Source: an optimization exercise on an open RTL-to-GDS flow (aim: small area and a short achievable clock period). Production flows keep margins and buffers that such runs may drop. RTL that was checked went through simulation tests only; none was proved equivalent to the original. For runs 1 to 3, only the layout was checked, not whether the RTL still works. Power and IR drop assume default switching activity.

**flow/flow/run.sh**
```bash
#!/bin/bash
# Layout: the standard ORFS flow (standard.sh) with these changes to how
# the layout is made; the SDC (clock period, I/O delays, loads) is the standard flow's.
#  - repair_timing aims for extra setup slack, so the achieved period shrinks,
#    and may swap cells across footprints;
#  - the clock tree uses larger sink clusters and no dummy loads;
#  - the port buffers are buf_4 cells.
# ORFS's own logs are in orfs/logs; make's output is in orfs_make.log.
set -euo pipefail
bash standard.sh \
    SETUP_SLACK_MARGIN=8.5 \
    MATCH_CELL_FOOTPRINT=0 \
    BUFFER_PORTS_ARGS="-buffer_cell sky130_fd_sc_hd__buf_4" \
    CTS_ARGS="-sink_clustering_enable -repair_clock_nets -dont_use_dummy_load -sink_clustering_size 20 -sink_clustering_max_diameter 100" \
    finish > orfs_make.log 2>&1
```
**flow/standard.sh**
```bash
#!/bin/bash
# synth_recipe.tcl (not shown) runs the flow's synth.tcl, then flattens the netlist and writes it again
# the make line also repeats each setting of config.mk as NAME=value (left out here)
make -C /OpenROAD-flow-scripts/flow DESIGN_CONFIG=/design/flow/config.mk WORK_HOME=/design/flow/orfs CLKGATE_MAP_FILE= SYNTH_SCRIPT=/design/flow/synth_recipe.tcl "${@:-finish}"
```
**flow/config.mk**
```make
export PLATFORM = sky130hd
export DESIGN_NAME = top
export DESIGN_NICKNAME = top
export VERILOG_FILES = /design/flow/design.v
export SDC_FILE = /design/flow/constraint.sdc
export NUM_CORES = 8
export LEC_CHECK = 0
export CAP_MARGIN = 20
export CORE_MARGIN = 2
export CORE_UTILIZATION = 40
export SLEW_MARGIN = 20
export SYNTH_HIERARCHICAL = 1
```
**flow/constraint.sdc**
```tcl
create_clock -name core_clock -period 13.0 [get_ports {clk_in}]
set_input_delay 2.6000 -clock core_clock [delete_from_list [all_inputs] [get_ports {clk_in}]]
set_output_delay 2.6000 -clock core_clock [all_outputs]
set_load 0.01 [all_outputs]
```
**flow/design.v**
```verilog
module PE_count (
    activation_in,
    weight_in,
    partial_out
);
input      [9-1:0]     activation_in;
input      [9-1:0]     weight_in;
output     [4-1:0]     partial_out;
PE_popcount PE_popcount (.m(activation_in ~^ weight_in), .partial(partial_out));
endmodule
module PE_popcount (
    m,
    partial
);
input      [9-1:0]     m;
output     [4-1:0]     partial;
function [1:0] fa;   
    input x, y, z;
    fa = {(x & y) | (x & z) | (y & z), x ^ y ^ z};
endfunction
wire       [1:0]       f1 = fa(m[0], m[1], m[2]);
wire       [1:0]       f2 = fa(m[3], m[4], m[5]);
wire       [1:0]       f3 = fa(m[6], m[7], m[8]);
wire       [1:0]       f4 = fa(f1[0], f2[0], f3[0]);     
wire       [1:0]       f5 = fa(f1[1], f2[1], f3[1]);     
assign partial = {f5[1], f5[0], f4[1], f4[0]};
endmodule
module PE (
    partial_in,
    psum_in,
    psum_out,
    e_out
);
parameter WIDTH = 14;
input      [4-1:0]     partial_in;
input      [WIDTH-1:0] psum_in;
output     [WIDTH-1:0] psum_out;
output reg [4-1:0]     e_out;
always @(*) begin
    case (partial_in)
        4'b0000: e_out = 4'd11;   
        4'b0001: e_out = 4'd12;
        4'b0010: e_out = 4'd13;
        4'b0011: e_out = 4'd14;
        4'b0100: e_out = 4'd13;
        4'b0101: e_out = 4'd14;
        4'b0110: e_out = 4'd15;
        4'b0111: e_out = 4'd0;
        4'b1000: e_out = 4'd15;
        4'b1001: e_out = 4'd0;
        4'b1010: e_out = 4'd1;
        4'b1011: e_out = 4'd2;
        4'b1100: e_out = 4'd1;
        4'b1101: e_out = 4'd2;
        4'b1110: e_out = 4'd3;
        default: e_out = 4'd4;
    endcase
end
wire       [WIDTH-2:0] u = psum_in[WIDTH-1:1];
wire                   b = psum_in[0];
wire       [4:0]       c;
wire       [3:0]       lo;
assign c[0] = b;
genvar i;
generate
    for (i = 0; i < 4; i = i + 1) begin : LO
        assign lo[i]  = u[i] ^ e_out[i] ^ c[i];
        assign c[i+1] = (u[i] & e_out[i]) | (u[i] & c[i]) | (e_out[i] & c[i]);
    end
endgenerate
wire                   up = c[4] & ~e_out[3];
wire                   dn = ~c[4] & e_out[3];
wire       [WIDTH-6:0] hi = u[WIDTH-2:4];
wire       [WIDTH-5:0] all1, all0;
wire       [WIDTH-6:0] hi_out;
assign all1[0] = 1'b1;
assign all0[0] = 1'b1;
generate
    for (i = 0; i < WIDTH-5; i = i + 1) begin : HI
        assign all1[i+1]  = all1[i] & hi[i];
        assign all0[i+1]  = all0[i] & ~hi[i];
        assign hi_out[i]  = hi[i] ^ ((up & all1[i]) | (dn & all0[i]));
    end
endgenerate
assign psum_out = {hi_out, lo, ~b};
endmodule
module PE_quick (
    e_in,
    psum_in,
    psum_out
);
parameter WIDTH = 14;
input      [4-1:0]     e_in;
input      [WIDTH-1:0] psum_in;
output     [WIDTH-1:0] psum_out;
assign psum_out = psum_in + {{WIDTH-5{e_in[3]}}, e_in, 1'b1};
endmodule
module PE_fast (
    activation_in,
    weight_in,
    psum_in,
    psum_out
);
parameter WIDTH = 14;
input      [9-1:0]     activation_in;
input      [9-1:0]     weight_in;
input      [WIDTH-1:0] psum_in;
output     [WIDTH-1:0] psum_out;
wire       [6-1:0]     groups;
wire       [10*WIDTH-1:0] candidates;
PE_groups PE_groups (.m(activation_in ~^ weight_in), .groups(groups));
PE_candidates #(.WIDTH(WIDTH)) PE_candidates (.psum_in(psum_in), .candidates(candidates));
PE_pick #(.WIDTH(WIDTH)) PE_pick (.groups(groups), .candidates(candidates), .psum_out(psum_out));
endmodule
module PE_groups (
    m,
    groups
);
input      [9-1:0]     m;
output     [6-1:0]     groups;
function [1:0] fa;   
    input x, y, z;
    fa = {(x & y) | (x & z) | (y & z), x ^ y ^ z};
endfunction
assign groups = {fa(m[6], m[7], m[8]), fa(m[3], m[4], m[5]), fa(m[0], m[1], m[2])};
endmodule
module PE_candidates (
    psum_in,
    candidates
);
parameter WIDTH = 14;
input      [WIDTH-1:0] psum_in;
output reg [10*WIDTH-1:0] candidates;
integer p;
always @(*) begin
    for (p = 0; p < 10; p = p + 1)
        candidates[p*WIDTH +: WIDTH] = psum_in + 2 * p - 9;
end
endmodule
module PE_pick (
    groups,
    candidates,
    psum_out
);
parameter WIDTH = 14;
input      [6-1:0]     groups;
input      [10*WIDTH-1:0] candidates;
output     [WIDTH-1:0] psum_out;
wire       [1:0]       ga = groups[1:0];
wire       [1:0]       gb = groups[3:2];
wire       [1:0]       gc = groups[5:4];
wire       [7*WIDTH-1:0] x;    
wire       [4*WIDTH-1:0] y;    
genvar s;
generate
    for (s = 0; s < 7; s = s + 1) begin : X
        assign x[s*WIDTH +: WIDTH] = candidates[(s + gc)*WIDTH +: WIDTH];
    end
    for (s = 0; s < 4; s = s + 1) begin : Y
        assign y[s*WIDTH +: WIDTH] = x[(s + gb)*WIDTH +: WIDTH];
    end
endgenerate
assign psum_out = y[ga*WIDTH +: WIDTH];
endmodule
module PE_column (
    clk_in,
    rst_in,
    active_in,
    activation_in,
    load_in,
    data_in,
    count_out,
    e_out,
    psum_out,
    sum_out
);
parameter WIDTH = 14;
parameter FIRST = 0;
input                    clk_in;
input                    rst_in;
input                    active_in;       
input      [9-1:0]       activation_in;   
input                    load_in;         
input      [9-1:0]       data_in;
output     [3-1:0]       count_out;
output     [4-1:0]       e_out;           
output     [4*WIDTH-1:0] psum_out;        
output     [WIDTH-1:0]   sum_out;         
reg        [9-1:0]       weight_r;
wire       [9-1:0]       weight_next = ({9{load_in}} & data_in) | ({9{~load_in}} & weight_r);
reg        [3-1:0]       count_r;
reg        [WIDTH-1:0]   psum_r [0:3];
wire       [WIDTH-1:0]   oldest = {WIDTH{count_r[2]}} & psum_r[3];
wire       [WIDTH-1:0]   sum;
always @(posedge clk_in) begin
    weight_r <= weight_next;
end
generate
    if (FIRST) begin : F
        assign e_out = 4'd0;
        PE_fast #(.WIDTH(WIDTH)) PE (
            .activation_in(activation_in),
            .weight_in(weight_r),
            .psum_in(oldest),
            .psum_out(sum)
        );
    end
    else begin : N
        wire [4-1:0] e;
        reg  [4-1:0] e_r;
        PE_count PE_count (
            .activation_in(activation_in),
            .weight_in(weight_next),
            .partial_out(e)
        );
        always @(posedge clk_in) begin
            e_r <= e;
        end
        PE #(.WIDTH(WIDTH)) PE (
            .partial_in(e_r),
            .psum_in(oldest),
            .psum_out(sum),
            .e_out(e_out)
        );
    end
endgenerate
always @(posedge clk_in) begin
    if (!rst_in) count_r <= 3'd0;
    else if (active_in && !count_r[2]) count_r <= count_r + 3'd1;
end
always @(posedge clk_in) begin
    if (active_in) begin
        psum_r[0] <= sum;
        psum_r[1] <= psum_r[0];
        psum_r[2] <= psum_r[1];
        psum_r[3] <= psum_r[2];
    end
end
assign count_out = count_r;
assign psum_out = {psum_r[3], psum_r[2], psum_r[1], psum_r[0]};
assign sum_out  = sum;
endmodule
module top (
    clk_in,
    rst_in,
    data_in,
    load_weight_in,
    in_valid_in,
    pop_in,
    sum_out
);
parameter WIDTH = 14;
parameter O_CH = 64;
input                            clk_in, rst_in;
input      [9-1:0]               data_in;
input                            load_weight_in;
input                            in_valid_in;
input                            pop_in;
output     [WIDTH-1:0]           sum_out;
reg        [O_CH-1:0]            weight_row_r;     
reg        [O_CH-1:0]            next_row_r;       
reg        [4-1:0]               pixel_r;          
reg        [WIDTH-1:0]           out_r;
reg        [9-1:0]               activation_r [1:O_CH-2];
reg                              in_valid_r   [1:O_CH-1];
wire       [4*WIDTH-1:0]         row_psum  [0:O_CH-1];
wire       [3-1:0]               row_count [0:O_CH-1];
wire       [4-1:0]               row_e     [0:O_CH-1];
wire       [WIDTH-1:0]           row_sum   [0:O_CH-1];
wire                             row_active [0:O_CH-1];
always @(posedge clk_in) begin
    weight_row_r <= load_weight_in ? {weight_row_r[O_CH-2:0], weight_row_r[O_CH-1]}
                                   : {{O_CH-1{1'b0}}, 1'b1};
end
integer m;
always @(posedge clk_in) begin
    activation_r[1] <= data_in;
    for (m = 2; m <= O_CH-2; m = m + 1) begin
        activation_r[m] <= activation_r[m-1];
    end
    in_valid_r[1] <= rst_in & in_valid_in;
    for (m = 2; m <= O_CH-1; m = m + 1) begin
        in_valid_r[m] <= rst_in & in_valid_r[m-1];
    end
end
genvar k;
generate
    for (k = 0; k < O_CH; k = k + 1) begin : ROW
        assign row_active[k] = (k == 0) ? in_valid_in : in_valid_r[(k == 0) ? 1 : k];
        PE_column #(.WIDTH(WIDTH), .FIRST(k == 0)) PE_column (
            .clk_in(clk_in),
            .rst_in(rst_in),
            .active_in(row_active[k]),
            .activation_in((k <= 1) ? data_in : activation_r[(k <= 1) ? 1 : k-1]),
            .load_in(load_weight_in && weight_row_r[k]),
            .data_in(data_in),
            .count_out(row_count[k]),
            .e_out(row_e[k]),
            .psum_out(row_psum[k]),
            .sum_out(row_sum[k])
        );
    end
endgenerate
always @(posedge clk_in) begin
    next_row_r  <= !pop_in ? {{O_CH-1{1'b0}}, 1'b1} :
                   pixel_r[2] ? {next_row_r[O_CH-2:0], next_row_r[O_CH-1]} : next_row_r;
    pixel_r     <= pop_in ? {pixel_r[2:0], pixel_r[3]} : 4'b0001;
end
wire       [4*WIDTH-1:0]         sel_psum;
wire       [3-1:0]               sel_count;
wire       [4-1:0]               sel_e;
wire                             sel_active;
wire       [(O_CH-1)*4*WIDTH-1:0] all_psum;
wire       [(O_CH-1)*3-1:0]      all_count;
wire       [(O_CH-1)*4-1:0]      all_e;
wire       [O_CH-2:0]            all_active;
generate
    for (k = 1; k < O_CH; k = k + 1) begin : GATHER
        assign all_psum[(k-1)*4*WIDTH +: 4*WIDTH] = row_psum[k];
        assign all_count[(k-1)*3 +: 3]            = row_count[k];
        assign all_e[(k-1)*4 +: 4]                = row_e[k];
        assign all_active[k-1]                    = row_active[k];
    end
endgenerate
read_mux #(.WIDTH(WIDTH), .ROWS(O_CH-1)) read_mux (
    .select(next_row_r[O_CH-1:1]),
    .psum_in(all_psum), .count_in(all_count), .e_in(all_e), .active_in(all_active),
    .psum_out(sel_psum), .count_out(sel_count), .e_out(sel_e), .active_out(sel_active)
);
wire       [WIDTH-1:0]           sel_sum;
PE_quick #(.WIDTH(WIDTH)) PE_quick (
    .e_in(sel_e),
    .psum_in({WIDTH{sel_count[2]}} & sel_psum[4*WIDTH-1:3*WIDTH]),
    .psum_out(sel_sum)
);
wire       [4-1:0]               next_slot = {pixel_r[3], pixel_r[0], pixel_r[1], pixel_r[2]};
wire       [WIDTH-1:0]           early;
wire                             take_row0_sum, take_sel_sum;
read_terms #(.WIDTH(WIDTH)) read_terms (
    .rst_in(rst_in), .pop_in(pop_in), .row0_in(next_row_r[0]), .slot_in(next_slot),
    .row0_psum(row_psum[0]), .row0_count(row_count[0]), .row0_active(in_valid_in),
    .sel_psum(sel_psum), .sel_count(sel_count), .sel_active(sel_active),
    .early(early), .take_row0_sum(take_row0_sum), .take_sel_sum(take_sel_sum)
);
always @(posedge clk_in) begin
    out_r <= early | ({WIDTH{take_row0_sum}} & row_sum[0]) | ({WIDTH{take_sel_sum}} & sel_sum);
end
assign sum_out = out_r;
endmodule
module read_mux (
    select,
    psum_in,
    count_in,
    e_in,
    active_in,
    psum_out,
    count_out,
    e_out,
    active_out
);
parameter WIDTH = 14;
parameter ROWS = 63;
localparam D = 4*WIDTH + 3 + 4 + 1;   
input      [ROWS-1:0]            select;
input      [ROWS*4*WIDTH-1:0]    psum_in;
input      [ROWS*3-1:0]          count_in;
input      [ROWS*4-1:0]          e_in;
input      [ROWS-1:0]            active_in;
output     [4*WIDTH-1:0]         psum_out;
output     [3-1:0]               count_out;
output     [4-1:0]               e_out;
output                           active_out;
wire       [64*D-1:0]            rows;
wire       [64-1:0]              sel = {{64-ROWS{1'b0}}, select};
genvar r;
generate
    for (r = 0; r < 64; r = r + 1) begin : ROW
        if (r < ROWS)
            assign rows[r*D +: D] = {active_in[r], e_in[r*4 +: 4], count_in[r*3 +: 3],
                                     psum_in[r*4*WIDTH +: 4*WIDTH]};
        else
            assign rows[r*D +: D] = {D{1'b0}};
    end
endgenerate
wire       [32*D-1:0]            l1;    
wire       [8*D-1:0]             l2;    
wire       [4*D-1:0]             l3;    
wire       [D-1:0]               l4;
generate
    for (r = 0; r < 32; r = r + 1) begin : L1
        read_aoi #(.D(D)) node (.s0(sel[2*r]), .d0(rows[2*r*D +: D]),
                                .s1(sel[2*r+1]), .d1(rows[(2*r+1)*D +: D]),
                                .y(l1[r*D +: D]));
    end
    for (r = 0; r < 8; r = r + 1) begin : L2
        read_nand4 #(.D(D)) node (.a(l1[4*r*D +: D]), .b(l1[(4*r+1)*D +: D]),
                                  .c(l1[(4*r+2)*D +: D]), .d(l1[(4*r+3)*D +: D]),
                                  .y(l2[r*D +: D]));
    end
    for (r = 0; r < 4; r = r + 1) begin : L3
        read_nor2 #(.D(D)) node (.a(l2[2*r*D +: D]), .b(l2[(2*r+1)*D +: D]),
                                 .y(l3[r*D +: D]));
    end
endgenerate
read_nand4 #(.D(D)) L4 (.a(l3[0 +: D]), .b(l3[D +: D]), .c(l3[2*D +: D]), .d(l3[3*D +: D]),
                        .y(l4));
assign {active_out, e_out, count_out, psum_out} = l4;
endmodule
module read_aoi (s0, d0, s1, d1, y);
parameter D = 1;
input            s0, s1;
input  [D-1:0]   d0, d1;
output [D-1:0]   y;
assign y = ~(({D{s0}} & d0) | ({D{s1}} & d1));
endmodule
module read_nand4 (a, b, c, d, y);
parameter D = 1;
input  [D-1:0]   a, b, c, d;
output [D-1:0]   y;
assign y = ~(a & b & c & d);
endmodule
module read_nor2 (a, b, y);
parameter D = 1;
input  [D-1:0]   a, b;
output [D-1:0]   y;
assign y = ~(a | b);
endmodule
module read_terms (
    rst_in,
    pop_in,
    row0_in,
    slot_in,
    row0_psum,
    row0_count,
    row0_active,
    sel_psum,
    sel_count,
    sel_active,
    early,
    take_row0_sum,
    take_sel_sum
);
parameter WIDTH = 14;
input                            rst_in, pop_in, row0_in;
input      [4-1:0]               slot_in;
input      [4*WIDTH-1:0]         row0_psum, sel_psum;
input      [3-1:0]               row0_count, sel_count;
input                            row0_active, sel_active;
output     [WIDTH-1:0]           early;
output                           take_row0_sum, take_sel_sum;
function [WIDTH-1:0] kept;    
    input [4*WIDTH-1:0] psum;
    input [3-1:0]       count;
    input               active;
    input [4-1:0]       slot;
    reg   [WIDTH-1:0]   v;
    integer j;
    begin
        v = {WIDTH{1'b0}};
        for (j = 0; j < 4; j = j + 1) begin
            if (!active && count > j)
                v = v | ({WIDTH{slot[j]}} & psum[j*WIDTH +: WIDTH]);
            if (active && j > 0 && count > j - 1)
                v = v | ({WIDTH{slot[j]}} & psum[(j-1)*WIDTH +: WIDTH]);
        end
        kept = v;
    end
endfunction
wire       [4-1:0]               slot = pop_in ? slot_in : 4'b1000;
wire                             use_row0 = !pop_in || row0_in;
assign early = {WIDTH{rst_in}} &
               (use_row0 ? kept(row0_psum, row0_count, row0_active, slot)
                         : kept(sel_psum, sel_count, sel_active, slot));
assign take_row0_sum = rst_in & use_row0 & row0_active & slot[0];
assign take_sel_sum  = rst_in & !use_row0 & sel_active & slot[0];
endmodule
```
==> metrics.csv, run 1 <==
stage,metric,value,unit
run_status,status,"complete, no violations",
grt,first-pass GRT wire length,983000,um
grt,initial antenna violation count,29,
grt,GRT Total Usage,21.9,%
yosys,Cells after Synth,16800,
sta,unrepaired setup endpoints after global routing,yes,
clock_network,CTS Sinks,5371,
floorplan,I/O pin count,28,
critical_path,cell repeated most along the worst path,nand4_1,
power,worst vdd ir,0.106,mV
sta,Hold Slack,289,ps
final_layout,Layout Utilization,43.0,%
clock_network,H-tree Lvls,5,
power,pwr/cell area,129,nW/um^2
floorplan,DIE WIDTH,781,um
clock_network,Clock Path Buffers,4,
sta,final period utilization,37.1,%
detailed_routing,routed vias,139000,
yosys,Synthesis Warnings,22,
yosys,syn_area_per_cell,14.4,um^2
sta,clk_skew,158,ps
power,Overall Power,33.5,mW
place,IO Port Bufs,27,
floorplan,initial core utilization,40.1,%
final_layout,multi-input logic area,89900,um^2
place,Final Wtd Congestion,0.905,
yosys,synthesized cell area,241000,um^2
place,Cells after DPL,24400,
sta,Fin. Hold Viols,0,
place,post-placement cell area,249000,um^2
place,pre-CTS setup slack,5630,ps
critical_path,Crit path buffers/inverters,1,
critical_path,crit end category,flop,
detailed_routing,DRC viols,0,
power,leak pwr,87.7,nW
clock_network,Root Buffer,clkbuf_16,
sta,FMAX,207,MHz
grt,vias in the first global route,135000,
floorplan,# rows,285,
detailed_routing,detailed-router iteration count before antenna repair,6,
final_layout,synthesis-to-layout area growth,7.12,%
sta,Max Slew Vio Count,0,
critical_path,CP startpoint kind,flop,
detailed_routing,Vias/cell,5.60,
critical_path,worst-path cell chain,buf_4 -> a22oi_1 -> nand4_1 -> nor2_1 -> nand4_1 -> and2_1 -> ha_1 -> a21oi_1 -> nand2_1 -> o31a_1 -> o41ai_4 -> xnor2_2 -> a221o_1,
final_layout,fraction of layout cells with a size suffix above 1,17.6,%
grt,grt ovf,0,
floorplan,Die Area,610000,um^2
clock_network,total CTS buffers,311,
grt,largest net degree at the start of global routing,99,
flow_run,Max Cap Viol,0,
detailed_routing,DR WL/cell,28.0,um
sta,final setup TNS,0,ps
sta,Worst Tran Pin Value,1300,ps
critical_path,Top Family by Delay on Critical Path,simple AND/OR/NAND/NOR gates,
final_layout,Reg area,144000,um^2
final_layout,final net count,17700,
critical_path,Critical-path top delay cell,nor2_1,
sta,PnR worst setup slack,8170,ps
clock_network,CTS tree,done,
critical_path,CP peak stage delay,950,ps
detailed_routing,initial DRC count,15500,
floorplan,Die Y-Extent,781,um
final_layout,count of non-filler cells in the finished layout,24800,
critical_path,WP data arrival,5710,ps
final_layout,fin area,259000,um^2
sta,Slew headroom,13.2,%
sta,Finish-stage setup viols,0,
clock_network,clock-pin slew of the registers on the worst-case setup and hold paths,80,ps
final_layout,Layout fillers,54400,
critical_path,critical path required time,13880,ps
detailed_routing,Post-DRT Antenna Nets,0,
critical_path,crit-path max FO,61,
floorplan,core region area,602000,um^2
detailed_routing,Post-Route WL,694000,um
hold_path,hold crit path type,reg2reg,
critical_path,critical path class,reg2reg,
sta,Tmin final,4830,ps
clock_network,worst skew pair latency,1000,ps
place,detailed placement HPWL,494000,um
==> cells in the final DEF (no fill, tap or decap), types with 329 or more instances in the layout <==
cell         n
nand4_1    588
a22oi_1   1660
nand2_1    353
mux2i_1    329
edfxtp_1  3593
dfxtp_1   1632
mux2_4     569
nor2_1     407
and2_1    1035
ha_1       394
xnor2_1    825
inv_1     1051
a22oi_2    388
fa_1       380
==> cell type report <==
type                            count  share of cell area [%]
Sequential cell                  5371                    55.6
Multi-Input combinational cell   9626                    34.8
Tap cell                         8036                    3.89
Clock buffer                      311                    3.01
Inverter                         1055                    1.53
Timing Repair Buffer              363                    1.25
Antenna cell                       10                 0.00967
Timing Repair inverter              1                 0.00193
==> metal layers <==
| metal | part of all wire [%] | GRT usage [%] | wire [um] | vias to the layer above |
|---|---|---|---|---|
| li1 | - | - | - | 61200 |
| met1 | 44 | 31.3 | 302000 | 71500 |
| met2 | 44 | 32.9 | 304000 | 5169 |
| met3 | 7.3 | 3.28 | 50300 | 961 |
| met4 | 5.4 | 9.96 | 37200 | 8 |
| met5 | 0.0078 | 0 | 54 | - |
==> timing repair <==
item | CTS | global route
setup buffers | 12 | 21
endpoints found under the setup margin | 237 | 69
gates cloned | 8 | 22
hold buffers | 0 | 0
gates resized for setup | 140 | 69
pin swaps | 26 | 46
==> registers in the layout, summed over array words and instances, names as in the netlist, named ones only <==
name                    cells
ROW.PE_column.count_r     192
next_row_r                 64
activation_r              558
in_valid_r                 63
weight_row_r               64
ROW.PE_column.N.e_r       252
pixel_r                     4
ROW.PE_column.weight_r    567
out_r                      14
ROW.PE_column.psum_r     3584
==> path summary, 6_finish.rpt <==
check,depth (start not counted),end,startpoint,slack [ps]
setup reg to reg,13,out_r[13],next_row_r[2],8170
hold / removal,0,activation_r[46][5],activation_r[45][5],290
hold reg to reg,0,activation_r[46][5],activation_r[45][5],290
setup / recovery,13,out_r[13],next_row_r[2],8170
==> report_power, final <==
| part | internal [mW] | switching [mW] |
|---|---|---|
| Clock | 4.26 | 5.51 |
| Sequential | 18.7 | 0.432 |
| Combinational | 1.93 | 2.65 |
| Total | 24.9 | 8.59 |
==> run 2: changes to the inputs <==
--- a/flow/config.mk
+++ b/flow/config.mk
@@ -7,6 +7,6 @@
 export LEC_CHECK = 0
 export CAP_MARGIN = 20
 export CORE_MARGIN = 2
-export CORE_UTILIZATION = 40
+export CORE_UTILIZATION = 50
 export SLEW_MARGIN = 20
 export SYNTH_HIERARCHICAL = 1
==> run 2 against run 1 <==
Effect of this change:
- total power hardly changed
- combinational power is 1% higher
- area after synthesis did not move
- setup slack got worse by 49 ps
- largest power group unchanged
- via count down 0.58%
- die area is 20% lower
- critical endpoint is now out_r[4]
- register-to-register slack better by 70 ps
==> metrics.csv, run 2 <==
stage,metric,value,unit,change
final_layout,final net count,17600,,"was 17,700"
critical_path,Worst R2R Setup Slack,8240,ps,was 8170 ps
final_layout,Layout fillers,40100,,"was 54,400"
floorplan,core region area,482000,um^2,"was 602,000 um^2"
sta,Fin. Hold Viols,0,,unchanged
critical_path,Crit Reg-Reg Endpoint,out_r[10],,was out_r[13]
final_layout,"most common cell after layout, fill and taps aside",edfxtp_1,,unchanged
sta,final period utilization,37.5,%,was 37.1%
grt,first-pass GRT wire length,980000,um,"was 983,000 um"
floorplan,initial core utilization,50.1,%,was 40.1%
hold_path,hold crit path type,reg2reg,,unchanged
final_layout,number of flip-flops in the largest register,3584,,unchanged
critical_path,Worst R2R Path Depth,11,,was 13
detailed_routing,DRC viols,0,,unchanged
grt,vias in the first global route,134000,,"was 135,000"
sta,Worst Tran Pin Value,1330,ps,was 1300 ps
yosys,synthesized cell area,241000,um^2,unchanged
sta,Max Slew Vio Count,0,,unchanged
run_status,status,"complete, no violations",,unchanged
floorplan,# rows,255,,was 285
detailed_routing,initial DRC count,15800,,"was 15,500"
final_layout,highest-count cells in the layout ignoring fill and taps,"edfxtp_1, a22oi_1, dfxtp_1, inv_1, and2_1",,unchanged
critical_path,critical path class,in2reg,,was reg2reg
sta,Hold Slack,310,ps,was 289 ps
critical_path,CP startpoint kind,primary input,,was flop
clock_network,total CTS buffers,309,,was 311
detailed_routing,Vias/cell,5.97,,was 5.60
floorplan,Die Y-Extent,699,um,was 781 um
clock_network,CTS Sinks,5371,,unchanged
place,post-placement cell area,247000,um^2,"was 249,000 um^2"
clock_network,Clock Path Buffers,4,,unchanged
critical_path,WP data arrival,5740,ps,was 5710 ps
power,leak pwr,87.4,nW,was 87.7 nW
sta,final setup TNS,0,ps,unchanged
detailed_routing,Post-Route WL,691000,um,"was 694,000 um"
sta,FMAX,205,MHz,was 207 MHz
clock_network,clock-pin slew of the registers on the worst-case setup and hold paths,80,ps,about the same
grt,initial antenna violation count,36,,was 29
detailed_routing,Post-DRT Antenna Nets,0,,unchanged
critical_path,crit path to,out_r[4],,was out_r[13]
floorplan,DIE WIDTH,699,um,was 781 um
final_layout,Regs by FF count,"ROW.PE_column.psum_r x3584, ROW.PE_column.weight_r x567, activation_r x558",,unchanged
floorplan,Die Area,489000,um^2,"was 610,000 um^2"
critical_path,crit-path max FO,5,,was 61
grt,GRT Total Usage,27.6,%,was 21.9%
critical_path,critical path required time,13860,ps,"was 13,880 ps"
detailed_routing,routed vias,138000,,"was 139,000"
clock_network,CTS tree,done,,unchanged
grt,largest net degree at the start of global routing,194,,was 99
final_layout,Reg area,144000,um^2,about the same
critical_path,worst r2r src,next_row_r[2],,unchanged
grt,grt ovf,0,,unchanged
sta,Finish-stage setup viols,0,,unchanged
place,IO Port Bufs,27,,unchanged
final_layout,synthesis-to-layout area growth,6.05,%,was 7.12%
yosys,syn_area_per_cell,14.4,um^2,unchanged
final_layout,fin area,256000,um^2,"was 259,000 um^2"
place,Final Wtd Congestion,0.958,,was 0.905
final_layout,Biggest register,ROW.PE_column.psum_r,,unchanged
sta,Slew headroom,11.1,%,was 13.2%
yosys,Cells after Synth,16800,,unchanged
critical_path,Critical path origin,data_in[6],,was next_row_r[2]
sta,unrepaired setup endpoints after global routing,yes,,unchanged
final_layout,multi-input logic area,89800,um^2,"was 89,900 um^2"
clock_network,H-tree Lvls,5,,unchanged
detailed_routing,detailed-router iteration count before antenna repair,6,,unchanged
sta,Tmin final,4880,ps,was 4830 ps
clock_network,Root Buffer,clkbuf_16,,unchanged
place,detailed placement HPWL,499000,um,"was 494,000 um"
detailed_routing,DR WL/cell,29.9,um,was 28.0 um
power,worst vdd ir,0.110,mV,was 0.106 mV
final_layout,fraction of layout cells with a size suffix above 1,17.2,%,was 17.6%
yosys,Synthesis Warnings,22,,unchanged
sta,clk_skew,115,ps,was 158 ps
clock_network,worst skew pair latency,1020,ps,was 1000 ps
floorplan,I/O pin count,28,,unchanged
power,pwr/cell area,131,nW/um^2,was 129 nW/um^2
flow_run,Max Cap Viol,0,,unchanged
critical_path,crit end category,flop,,unchanged
==> run 2: layout make-up <==
type                       instances  area share (%)
sequential                      5371            56.1
multi-input combinational       9609            35.1
tap                             6425            3.14
clock buffer                     309            3.02
inverter                        1055            1.55
timing repair buffer             320            1.10
antenna                            8         0.00782
==> run 2: how the worst min path moves through the flow <==
stage	start	end	slack [ps]	depth (start not counted)
after floorplan	activation_r[9][2]	activation_r[10][2]	350	0
after global placement	activation_r[16][4]	activation_r[17][4]	360	0
after detailed placement	activation_r[61][3]	activation_r[62][3]	360	0
after CTS	activation_r[40][3]	activation_r[41][3]	310	0
after global routing	activation_r[40][3]	activation_r[41][3]	320	0
final	activation_r[40][3]	activation_r[41][3]	310	0
==> run 2: what timing repair did <==
action | CTS | global route
hold buffers | 0 | 0
gates resized for setup | 151 | 50
endpoints found under the hold margin | 0 | 0
endpoints found under the setup margin | 227 | 43
gates cloned | 10 | 1
pin swaps | 21 | 22
setup buffers | 19 | 7
==> run 2: per-stage QoR <==
step                std cells  power, mW  util (%)  worst slack, ps
detailed placement      22700       23.9      51.3             5690
global route            23100       34.7      53.1             8170
floorplan               16800       22.5         -             8000
finish                  23100       33.5      53.2             8120
global placement        22700       23.8      51.3             5700
CTS                     23100       33.6      53.1             8240
==> run 2: worst max-delay path, stage by stage <==
cell and delay (ps):
buf_16 120, xnor2_4 120, fa_4 1000, buf_16 170, buf_8 140, clkbuf_16 150
buf_12 120, mux4_2 480, o32a_1 320, o2111a_2 160, a221o_1 320
==> run 2: per-layer routing <==
layer / up-vias / GRT usage (%) / share of wire, %
met1: 70800 / 40.4 / 44
met5: - / 0 / 0.037
met3: 823 / 6.06 / 8.6
met2: 5305 / 40.5 / 43
met4: 6 / 10.1 / 4.3
li1: 61100 / - / -
==> run 2: where the power goes <==
part	switching, mW	total (mW)	internal (mW)	leakage (nW)
logic	2.68	4.64	1.96	36.6
registers	0.436	19.1	18.7	47.0
clock network	5.48	9.72	4.24	3.81
total	8.60	33.5	24.9	87.4
==> run 3: changes to the inputs <==
--- a/flow/design.v
+++ b/flow/design.v
@@ -86,14 +86,72 @@
 endmodule
 module PE_quick (
     e_in,
+    valid_in,
     psum_in,
     psum_out
 );
 parameter WIDTH = 14;
 input      [4-1:0]     e_in;
+input                  valid_in;       
 input      [WIDTH-1:0] psum_in;
 output     [WIDTH-1:0] psum_out;
-assign psum_out = psum_in + {{WIDTH-5{e_in[3]}}, e_in, 1'b1};
+wire       [4:0]       lo;
+wire                   up, dn;
+wire       [WIDTH-6:0] hi_up, hi_dn;
+PE_quick_lo PE_quick_lo (.e_in(e_in), .psum_in(psum_in[4:0]), .lo(lo), .up(up), .dn(dn));
+PE_quick_hi #(.WIDTH(WIDTH)) PE_quick_hi (.hi(psum_in[WIDTH-1:5]), .hi_up(hi_up), .hi_dn(hi_dn));
+PE_quick_pick #(.WIDTH(WIDTH)) PE_quick_pick (
+    .e_in(e_in), .valid_in(valid_in), .lo(lo), .up(up), .dn(dn),
+    .hi(psum_in[WIDTH-1:5]), .hi_up(hi_up), .hi_dn(hi_dn), .psum_out(psum_out)
+);
+endmodule
+module PE_quick_lo (
+    e_in,
+    psum_in,
+    lo,
+    up,
+    dn
+);
+input      [4-1:0]     e_in;
+input      [4:0]       psum_in;
+output     [4:0]       lo;
+output                 up, dn;
+wire       [6:0]       t = {2'b00, psum_in} + {{2{e_in[3]}}, e_in, 1'b1};    
+assign lo = t[4:0];
+assign up = ~t[6] & t[5];
+assign dn = t[6];
+endmodule
+module PE_quick_hi (
+    hi,
+    hi_up,
+    hi_dn
+);
+parameter WIDTH = 14;
+input      [WIDTH-6:0] hi;
+output     [WIDTH-6:0] hi_up, hi_dn;
+assign hi_up = hi + 1'b1;
+assign hi_dn = hi - 1'b1;
+endmodule
+module PE_quick_pick (
+    e_in,
+    valid_in,
+    lo,
+    up,
+    dn,
+    hi,
+    hi_up,
+    hi_dn,
+    psum_out
+);
+parameter WIDTH = 14;
+input      [4-1:0]     e_in;
+input                  valid_in;
+input      [4:0]       lo;
+input                  up, dn;
+input      [WIDTH-6:0] hi, hi_up, hi_dn;
+output     [WIDTH-1:0] psum_out;
+wire       [WIDTH-1:0] full = {up ? hi_up : (dn ? hi_dn : hi), lo};
+assign psum_out = valid_in ? full : {{WIDTH-5{e_in[3]}}, e_in, 1'b1};
 endmodule
 module PE_fast (
     activation_in,
@@ -330,7 +388,8 @@
 wire       [WIDTH-1:0]           sel_sum;
 PE_quick #(.WIDTH(WIDTH)) PE_quick (
     .e_in(sel_e),
-    .psum_in({WIDTH{sel_count[2]}} & sel_psum[4*WIDTH-1:3*WIDTH]),
+    .valid_in(sel_count[2]),
+    .psum_in(sel_psum[4*WIDTH-1:3*WIDTH]),
     .psum_out(sel_sum)
 );
 wire       [4-1:0]               next_slot = {pixel_r[3], pixel_r[0], pixel_r[1], pixel_r[2]};
--- a/flow/config.mk
+++ b/flow/config.mk
@@ -7,6 +7,6 @@
 export LEC_CHECK = 0
 export CAP_MARGIN = 20
 export CORE_MARGIN = 2
-export CORE_UTILIZATION = 50
+export CORE_UTILIZATION = 40
 export SLEW_MARGIN = 20
 export SYNTH_HIERARCHICAL = 1
==> run 3 against run 2 <==
Effect of this change:
- clock power is 0.6% higher
- register-to-register slack worse by 60 ps
- still clean on timing, DRC and antenna
- cell count up 7.4%
- utilization shrank 10 points
- global-route usage shrank 5.6 points
- die area grew 25%
- worst hold slack improved by 19 ps
- area after synthesis about the same
- largest cell class unchanged
- clock-buffer cell count grew 2
- total power is 0.63% higher
==> metrics.csv, run 3 <==
stage,metric,value,unit,change
sta,clk_skew,109,ps,was 115 ps
hold_path,hold crit path type,reg2reg,,unchanged
sta,Tmin final,4820,ps,was 4880 ps
detailed_routing,DRC viols,0,,unchanged
detailed_routing,routed vias,139000,,"was 138,000"
critical_path,critical path required time,13850,ps,"was 13,860 ps"
final_layout,Biggest register,ROW.PE_column.psum_r,,unchanged
final_layout,"most common cell after layout, fill and taps aside",edfxtp_1,,unchanged
grt,first-pass GRT wire length,988000,um,"was 980,000 um"
critical_path,WP data arrival,5670,ps,was 5740 ps
place,IO Port Bufs,27,,unchanged
yosys,Synthesis Warnings,22,,unchanged
detailed_routing,Post-DRT Antenna Nets,0,,unchanged
grt,largest net degree at the start of global routing,81,,was 194
floorplan,core region area,602000,um^2,"was 482,000 um^2"
place,Final Wtd Congestion,0.941,,was 0.958
power,Overall Power,33.7,mW,was 33.5 mW
grt,GRT Total Usage,22.0,%,was 27.6%
final_layout,synthesis-to-layout area growth,7.28,%,was 6.05%
sta,Worst Tran Pin Value,1300,ps,was 1330 ps
detailed_routing,DR WL/cell,28.1,um,was 29.9 um
clock_network,hold_buf cts,0,,unchanged
clock_network,CTS tree,done,,unchanged
final_layout,count of non-filler cells in the finished layout,24800,,"was 23,100"
clock_network,H-tree Lvls,5,,unchanged
power,leak pwr,88.0,nW,was 87.4 nW
sta,final setup TNS,0,ps,unchanged
sta,Finish-stage setup viols,0,,unchanged
critical_path,crit end category,flop,,unchanged
detailed_routing,Post-Route WL,697000,um,"was 691,000 um"
final_layout,Regs by FF count,"ROW.PE_column.psum_r x3584, ROW.PE_column.weight_r x567, activation_r x558",,unchanged
yosys,Cells after Synth,16800,,about the same
detailed_routing,initial DRC count,16700,,"was 15,800"
floorplan,DIE WIDTH,781,um,was 699 um
final_layout,fraction of layout cells with a size suffix above 1,17.9,%,was 17.2%
sta,unrepaired setup endpoints after global routing,yes,,unchanged
sta,FMAX,207,MHz,was 205 MHz
detailed_routing,detailed-router iteration count before antenna repair,6,,unchanged
sta,Max Slew Vio Count,0,,unchanged
yosys,syn_area_per_cell,14.4,um^2,about the same
critical_path,critical path class,reg2reg,,was in2reg
final_layout,number of flip-flops in the largest register,3584,,unchanged
place,Cells after DPL,24400,,"was 22,700"
sta,Fin. Hold Viols,0,,unchanged
sta,final period utilization,37.1,%,was 37.5%
critical_path,Worst R2R Setup Slack,8180,ps,was 8240 ps
sta,PnR worst setup slack,8180,ps,was 8120 ps
clock_network,Clock Path Buffers,4,,unchanged
sta,Slew headroom,13.2,%,was 11.1%
clock_network,CTS Sinks,5371,,unchanged
place,detailed placement HPWL,503000,um,"was 499,000 um"
critical_path,CP startpoint kind,flop,,was primary input
detailed_routing,Vias/cell,5.62,,was 5.97
power,pwr/cell area,130,nW/um^2,was 131 nW/um^2
final_layout,final net count,17700,,"was 17,600"
run_status,status,"complete, no violations",,unchanged
final_layout,Layout fillers,54000,,"was 40,100"
floorplan,I/O pin count,28,,unchanged
grt,grt ovf,0,,unchanged
floorplan,Die Y-Extent,781,um,was 699 um
grt,initial antenna violation count,31,,was 36
place,pre-CTS setup slack,6280,ps,was 5690 ps
final_layout,multi-input logic area,90100,um^2,"was 89,800 um^2"
floorplan,# rows,285,,was 255
final_layout,Reg area,144000,um^2,about the same
clock_network,worst skew pair latency,1020,ps,about the same
clock_network,Root Buffer,clkbuf_16,,unchanged
grt,vias in the first global route,136000,,"was 134,000"
final_layout,highest-count cells in the layout ignoring fill and taps,"edfxtp_1, a22oi_1, dfxtp_1, inv_1, and2_1",,unchanged
floorplan,initial core utilization,40.1,%,was 50.1%
clock_network,total CTS buffers,311,,was 309
power,worst vdd ir,0.102,mV,was 0.110 mV
critical_path,crit-path max FO,45,,was 5
clock_network,clock-pin slew of the registers on the worst-case setup and hold paths,80,ps,about the same
floorplan,Die Area,611000,um^2,"was 489,000 um^2"
flow_run,Max Cap Viol,0,,unchanged
yosys,synthesized cell area,242000,um^2,"was 241,000 um^2"
-- run 3: critical path, cell delays in order, from the launching register on --
cell,delay (ps)
dfxtp_2,480
buf_4,400
a22oi_1,310
nand4_1,510
nor2_4,680
nand4_1,340
o311a_4,610
a221oi_1,540
buf_4,250
o22ai_1,120
a221o_1,330
-- run 3: final timing paths --
check                           from                   to  cells after the start
setup / recovery      next_row_r[56]            out_r[11]                     10
hold / removal    activation_r[9][5]  activation_r[10][5]                      0
setup reg to reg      next_row_r[56]            out_r[11]                     10
hold reg to reg   activation_r[9][5]  activation_r[10][5]                      0
-- run 3: power by group --
part	leakage [nW]	switching, mW	internal [mW]
registers	47.0	0.445	18.7
logic	37.2	2.76	2.02
clock network	3.83	5.52	4.26
-- run 3: final cells by class --
type	count	area share [%]
Inverter	1058	1.53
Antenna cell	14	0.0135
Timing Repair Buffer	403	1.41
Clock buffer	311	3.00
Multi-Input combinational cell	9616	34.7
Sequential cell	5371	55.4
Tap cell	8036	3.88
-- run 3: what timing repair did --
action                                  CTS  global route
pin swaps                                35            15
gates cloned                              7             4
endpoints found under the setup margin  242            71
buffers inserted                         41             6
gates resized for setup                 215            54
-- run 3: per-stage QoR --
| stage | utilization, % | hold slack [ps] | cell area (um^2) |
|---|---|---|---|
| after global routing | 43.0 | 337 | 259000 |
| after CTS | 43.0 | 322 | 259000 |
| after floorplan | - | 350 | 245000 |
| after global placement | 41.5 | 354 | 250000 |
| final | 43.1 | 329 | 259000 |
| after detailed placement | 41.5 | 356 | 250000 |
-- run 3: per-layer routing --
layer	global-route usage, %	part of all wire [%]	vias to the layer above
met5	0	0.0090	-
met4	7.47	3.9	12
met3	3.87	7.8	856
met2	33.9	45	5262
met1	31.5	44	71900
li1	-	-	61300
==> run 4: changes to the inputs <==
--- a/flow/design.v
+++ b/flow/design.v
@@ -86,72 +86,14 @@
 endmodule
 module PE_quick (
     e_in,
-    valid_in,
     psum_in,
     psum_out
 );
 parameter WIDTH = 14;
 input      [4-1:0]     e_in;
-input                  valid_in;       
 input      [WIDTH-1:0] psum_in;
 output     [WIDTH-1:0] psum_out;
-wire       [4:0]       lo;
-wire                   up, dn;
-wire       [WIDTH-6:0] hi_up, hi_dn;
-PE_quick_lo PE_quick_lo (.e_in(e_in), .psum_in(psum_in[4:0]), .lo(lo), .up(up), .dn(dn));
-PE_quick_hi #(.WIDTH(WIDTH)) PE_quick_hi (.hi(psum_in[WIDTH-1:5]), .hi_up(hi_up), .hi_dn(hi_dn));
-PE_quick_pick #(.WIDTH(WIDTH)) PE_quick_pick (
-    .e_in(e_in), .valid_in(valid_in), .lo(lo), .up(up), .dn(dn),
-    .hi(psum_in[WIDTH-1:5]), .hi_up(hi_up), .hi_dn(hi_dn), .psum_out(psum_out)
-);
-endmodule
-module PE_quick_lo (
-    e_in,
-    psum_in,
-    lo,
-    up,
-    dn
-);
-input      [4-1:0]     e_in;
-input      [4:0]       psum_in;
-output     [4:0]       lo;
-output                 up, dn;
-wire       [6:0]       t = {2'b00, psum_in} + {{2{e_in[3]}}, e_in, 1'b1};    
-assign lo = t[4:0];
-assign up = ~t[6] & t[5];
-assign dn = t[6];
-endmodule
-module PE_quick_hi (
-    hi,
-    hi_up,
-    hi_dn
-);
-parameter WIDTH = 14;
-input      [WIDTH-6:0] hi;
-output     [WIDTH-6:0] hi_up, hi_dn;
-assign hi_up = hi + 1'b1;
-assign hi_dn = hi - 1'b1;
-endmodule
-module PE_quick_pick (
-    e_in,
-    valid_in,
-    lo,
-    up,
-    dn,
-    hi,
-    hi_up,
-    hi_dn,
-    psum_out
-);
-parameter WIDTH = 14;
-input      [4-1:0]     e_in;
-input                  valid_in;
-input      [4:0]       lo;
-input                  up, dn;
-input      [WIDTH-6:0] hi, hi_up, hi_dn;
-output     [WIDTH-1:0] psum_out;
-wire       [WIDTH-1:0] full = {up ? hi_up : (dn ? hi_dn : hi), lo};
-assign psum_out = valid_in ? full : {{WIDTH-5{e_in[3]}}, e_in, 1'b1};
+assign psum_out = psum_in + {{WIDTH-5{e_in[3]}}, e_in, 1'b1};
 endmodule
 module PE_fast (
     activation_in,
@@ -388,8 +330,7 @@
 wire       [WIDTH-1:0]           sel_sum;
 PE_quick #(.WIDTH(WIDTH)) PE_quick (
     .e_in(sel_e),
-    .valid_in(sel_count[2]),
-    .psum_in(sel_psum[4*WIDTH-1:3*WIDTH]),
+    .psum_in({WIDTH{sel_count[2]}} & sel_psum[4*WIDTH-1:3*WIDTH]),
     .psum_out(sel_sum)
 );
 wire       [4-1:0]               next_slot = {pixel_r[3], pixel_r[0], pixel_r[1], pixel_r[2]};
@@ -419,70 +360,28 @@
 );
 parameter WIDTH = 14;
 parameter ROWS = 63;
-localparam D = 4*WIDTH + 3 + 4 + 1;   
 input      [ROWS-1:0]            select;
 input      [ROWS*4*WIDTH-1:0]    psum_in;
 input      [ROWS*3-1:0]          count_in;
 input      [ROWS*4-1:0]          e_in;
 input      [ROWS-1:0]            active_in;
-output     [4*WIDTH-1:0]         psum_out;
-output     [3-1:0]               count_out;
-output     [4-1:0]               e_out;
-output                           active_out;
-wire       [64*D-1:0]            rows;
-wire       [64-1:0]              sel = {{64-ROWS{1'b0}}, select};
-genvar r;
-generate
-    for (r = 0; r < 64; r = r + 1) begin : ROW
-        if (r < ROWS)
-            assign rows[r*D +: D] = {active_in[r], e_in[r*4 +: 4], count_in[r*3 +: 3],
-                                     psum_in[r*4*WIDTH +: 4*WIDTH]};
-        else
-            assign rows[r*D +: D] = {D{1'b0}};
-    end
-endgenerate
-wire       [32*D-1:0]            l1;    
-wire       [8*D-1:0]             l2;    
-wire       [4*D-1:0]             l3;    
-wire       [D-1:0]               l4;
-generate
-    for (r = 0; r < 32; r = r + 1) begin : L1
-        read_aoi #(.D(D)) node (.s0(sel[2*r]), .d0(rows[2*r*D +: D]),
-                                .s1(sel[2*r+1]), .d1(rows[(2*r+1)*D +: D]),
-                                .y(l1[r*D +: D]));
-    end
-    for (r = 0; r < 8; r = r + 1) begin : L2
-        read_nand4 #(.D(D)) node (.a(l1[4*r*D +: D]), .b(l1[(4*r+1)*D +: D]),
-                                  .c(l1[(4*r+2)*D +: D]), .d(l1[(4*r+3)*D +: D]),
-                                  .y(l2[r*D +: D]));
-    end
-    for (r = 0; r < 4; r = r + 1) begin : L3
-        read_nor2 #(.D(D)) node (.a(l2[2*r*D +: D]), .b(l2[(2*r+1)*D +: D]),
-                                 .y(l3[r*D +: D]));
+output reg [4*WIDTH-1:0]         psum_out;
+output reg [3-1:0]               count_out;
+output reg [4-1:0]               e_out;
+output reg                       active_out;
+integer r;
+always @(*) begin
+    psum_out   = {4*WIDTH{1'b0}};
+    count_out  = 3'd0;
+    e_out      = 4'd0;
+    active_out = 1'b0;
+    for (r = 0; r < ROWS; r = r + 1) begin
+        psum_out   = psum_out   | ({4*WIDTH{select[r]}} & psum_in[r*4*WIDTH +: 4*WIDTH]);
+        count_out  = count_out  | ({3{select[r]}} & count_in[r*3 +: 3]);
+        e_out      = e_out      | ({4{select[r]}} & e_in[r*4 +: 4]);
+        active_out = active_out | (select[r] & active_in[r]);
     end
-endgenerate
-read_nand4 #(.D(D)) L4 (.a(l3[0 +: D]), .b(l3[D +: D]), .c(l3[2*D +: D]), .d(l3[3*D +: D]),
-                        .y(l4));
-assign {active_out, e_out, count_out, psum_out} = l4;
-endmodule
-module read_aoi (s0, d0, s1, d1, y);
-parameter D = 1;
-input            s0, s1;
-input  [D-1:0]   d0, d1;
-output [D-1:0]   y;
-assign y = ~(({D{s0}} & d0) | ({D{s1}} & d1));
-endmodule
-module read_nand4 (a, b, c, d, y);
-parameter D = 1;
-input  [D-1:0]   a, b, c, d;
-output [D-1:0]   y;
-assign y = ~(a & b & c & d);
-endmodule
-module read_nor2 (a, b, y);
-parameter D = 1;
-input  [D-1:0]   a, b;
-output [D-1:0]   y;
-assign y = ~(a | b);
+end
 endmodule
 module read_terms (
     rst_in,
==> run 4 against run 3 <==
Effect of this change:
- first-iteration DRC count increased by 4.5%
- via count decreased by 0.80%
- combinational power increased by 16%
- still clean
- register-to-register slack got worse by 500 ps
- utilization increased by 0.81 points
- die area decreased by 2.0%
- worst hold slack about the same
- clock skew increased by 18 ps
- critical endpoint is now out_r[12]
- setup slack got worse by 500 ps
==> metrics.csv, run 4 <==
stage,metric,value,unit,change
clock_network,CTS Sinks,5371,,unchanged
sta,FMAX,188,MHz,was 207 MHz
critical_path,Crit path buffers/inverters,1,,was 2
detailed_routing,initial DRC count,17400,,"was 16,700"
final_layout,Layout Utilization,43.9,%,was 43.1%
hold_path,hold crit path type,reg2reg,,unchanged
sta,final setup TNS,0,ps,unchanged
place,detailed placement HPWL,526000,um,"was 503,000 um"
sta,Finish-stage setup viols,0,,unchanged
critical_path,crit-path max FO,47,,was 45
floorplan,# rows,282,,was 285
sta,Worst Tran Pin Value,1290,ps,was 1300 ps
place,pre-CTS setup slack,5200,ps,was 6280 ps
floorplan,DIE WIDTH,774,um,was 781 um
clock_network,CTS tree,done,,unchanged
detailed_routing,Post-Route WL,722000,um,"was 697,000 um"
critical_path,crit end category,flop,,unchanged
critical_path,critical path class,reg2reg,,unchanged
sta,Fin. Hold Viols,0,,unchanged
power,Overall Power,34.7,mW,was 33.7 mW
floorplan,Die Y-Extent,774,um,was 781 um
detailed_routing,routed vias,138000,,"was 139,000"
detailed_routing,detailed-router iteration count before antenna repair,7,,was 6
yosys,Cells after Synth,16200,,"was 16,800"
sta,Slew headroom,14.3,%,was 13.2%
yosys,syn_area_per_cell,14.6,um^2,was 14.4 um^2
yosys,synthesized cell area,237000,um^2,"was 242,000 um^2"
floorplan,I/O pin count,28,,unchanged
final_layout,fraction of layout cells with a size suffix above 1,17.4,%,was 17.9%
critical_path,worst-path cell chain,buf_6 -> a22o_1 -> a221oi_2 -> nand4_1 -> or4_4 -> and2_1 -> ha_1 -> a21o_1 -> a211oi_4 -> nor2_2 -> a31oi_4 -> xnor2_2 -> a221o_1,,was buf_4 -> a22oi_1 -> nand4_1 -> nor2_4 -> nand4_1 -> o311a_4 -> a221oi_1 -> buf_4 -> o22ai_1 -> a221o_1
grt,vias in the first global route,133000,,"was 136,000"
sta,Hold Slack,329,ps,about the same
final_layout,final net count,17100,,"was 17,700"
sta,final period utilization,40.9,%,was 37.1%
grt,GRT Total Usage,23.1,%,was 22.0%
grt,first-pass GRT wire length,1000000,um,"was 988,000 um"
final_layout,number of flip-flops in the largest register,3584,,unchanged
detailed_routing,DR WL/cell,29.9,um,was 28.1 um
clock_network,hold_buf cts,0,,unchanged
final_layout,"most common cell after layout, fill and taps aside",edfxtp_1,,unchanged
detailed_routing,Post-DRT Antenna Nets,0,,unchanged
place,Final Wtd Congestion,1.02,,was 0.941
critical_path,CP peak stage delay,950,ps,was 680 ps
power,pwr/cell area,134,nW/um^2,was 130 nW/um^2
detailed_routing,Vias/cell,5.72,,was 5.62
detailed_routing,DRC viols,0,,unchanged
final_layout,highest-count cells in the layout ignoring fill and taps,"edfxtp_1, dfxtp_1, and2_1, inv_1, a22o_1",,"was edfxtp_1, a22oi_1, dfxtp_1, inv_1, and2_1"
clock_network,Root Buffer,clkbuf_16,,unchanged
grt,grt ovf,0,,unchanged
critical_path,Critical-path top delay cell,or4_4,,was nor2_4
floorplan,Die Area,598000,um^2,"was 611,000 um^2"
yosys,Synthesis Warnings,23,,was 22
floorplan,core region area,590000,um^2,"was 602,000 um^2"
sta,Max Slew Vio Count,0,,unchanged
final_layout,Regs by FF count,"ROW.PE_column.psum_r x3584, ROW.PE_column.weight_r x567, activation_r x558",,unchanged
clock_network,clock-pin slew of the registers on the worst-case setup and hold paths,90,ps,was 80 ps
grt,initial antenna violation count,101,,was 31
critical_path,critical path required time,13840,ps,"was 13,850 ps"
clock_network,worst skew pair latency,1040,ps,was 1020 ps
floorplan,initial core utilization,40.2,%,was 40.1%
place,IO Port Bufs,27,,unchanged
power,worst vdd ir,0.111,mV,was 0.102 mV
critical_path,Top Family by Delay on Critical Path,simple AND/OR/NAND/NOR gates,,was compound AO/OA/AOI/OAI gates
critical_path,WP data arrival,6160,ps,was 5670 ps
sta,clk_skew,127,ps,was 109 ps
final_layout,Biggest register,ROW.PE_column.psum_r,,unchanged
clock_network,H-tree Lvls,5,,unchanged
final_layout,synthesis-to-layout area growth,9.25,%,was 7.28%
power,leak pwr,89.3,nW,was 88.0 nW
sta,Tmin final,5320,ps,was 4820 ps
flow_run,Max Cap Viol,0,,unchanged
grt,largest net degree at the start of global routing,104,,was 81
clock_network,total CTS buffers,312,,was 311
sta,unrepaired setup endpoints after global routing,yes,,unchanged
run_status,status,"complete, no violations",,unchanged
clock_network,Clock Path Buffers,4,,unchanged
sta,PnR worst setup slack,7680,ps,was 8180 ps
critical_path,CP startpoint kind,flop,,unchanged
## run 4: power by group
group | switching [mW] | internal [mW] | leakage [nW]
Sequential | 0.596 | 18.7 | 47.0
Clock | 5.54 | 4.28 | 3.85
Combinational | 3.32 | 2.24 | 38.5
Total | 9.46 | 25.2 | 89.3
## run 4: per-stage QoR
stage	instances	area, um^2
2_1_floorplan	16200	240000
3_3_place_gp	23500	247000
3_5_place_dp	23500	247000
4_1_cts	23900	257000
5_1_grt	24000	258000
6_report	24200	259000
## run 4: layer usage
metal	part of all wire, %	GRT usage (%)	routed length, um	vias to the layer above
met5	0.043	0.383	310	-
met4	3.8	8.16	27300	40
met3	8.8	5.14	63800	939
met2	45	35.0	321000	5830
met1	43	32.6	309000	71200
li1	-	-	-	60200
## run 4: repair_timing
item,in CTS,in global routing
setup endpoints to repair,262,50
pin swaps,77,53
gates resized for setup,415,210
setup buffers,47,43
cloned,14,11
## run 4: worst paths after layout
kind                       startpoint             endpoint  slack (ps)  depth (start not counted)
hold / removal    activation_r[50][4]  activation_r[51][4]         330                          0
hold reg to reg   activation_r[50][4]  activation_r[51][4]         330                          0
setup / recovery       next_row_r[62]            out_r[12]        7680                         13
setup reg to reg       next_row_r[62]            out_r[12]        7680                         13
## run 4: final cells by class
type                    instances  area [um^2]
diodes                        213          533
multi-input cells            8969        88600
fillers                     52500       331000
clock buffers                 312         7810
repair buffers                421         4210
flip-flops and latches       5371       144000
inverters                    1055         3990
well taps                    7810         9770

[re-timing with driven ports]
In the flow no input, the clock included, has a driving cell. The finished layouts below were timed again as built, in two steps. Step 1 (the two cells are an assumption about what drives the block):
set clk [get_ports {clk_in}]
set_driving_cell -lib_cell sky130_fd_sc_hd__clkbuf_16 $clk
set_driving_cell -lib_cell sky130_fd_sc_hd__buf_2 [delete_from_list [all_inputs] $clk]
Step 2 also shifts input and output timing later by t, the mid clock arrival at the registers, as if the neighbouring blocks saw the same clock. Slacks: ideal ports / drivers / drivers and shift; pairs: ideal ports / drivers.
run	shift t [ns]	setup slack, ns	hold slack, ns	worst setup path after step 2	slew at the worst register clock pin (ns)
run 1	1.069	8.172 / 8.172 / 7.187	0.289 / 0.289 / 0.289	input to register	0.09 / 0.09
run 2	1.065	8.122 / 8.180 / 7.115	0.310 / 0.310 / 0.310	input to register	0.10 / 0.10
run 3	1.110	8.180 / 8.180 / 7.196	0.329 / 0.329 / 0.329	input to register	0.09 / 0.09
run 4	1.093	7.680 / 7.680 / 7.050	0.329 / 0.329 / 0.329	input to register	0.10 / 0.10
After both steps every run listed still meets setup and hold. For run 2, which loses most, drivers alone change the setup slack by +0.058 ns; drivers and shift together by -1.007 ns.
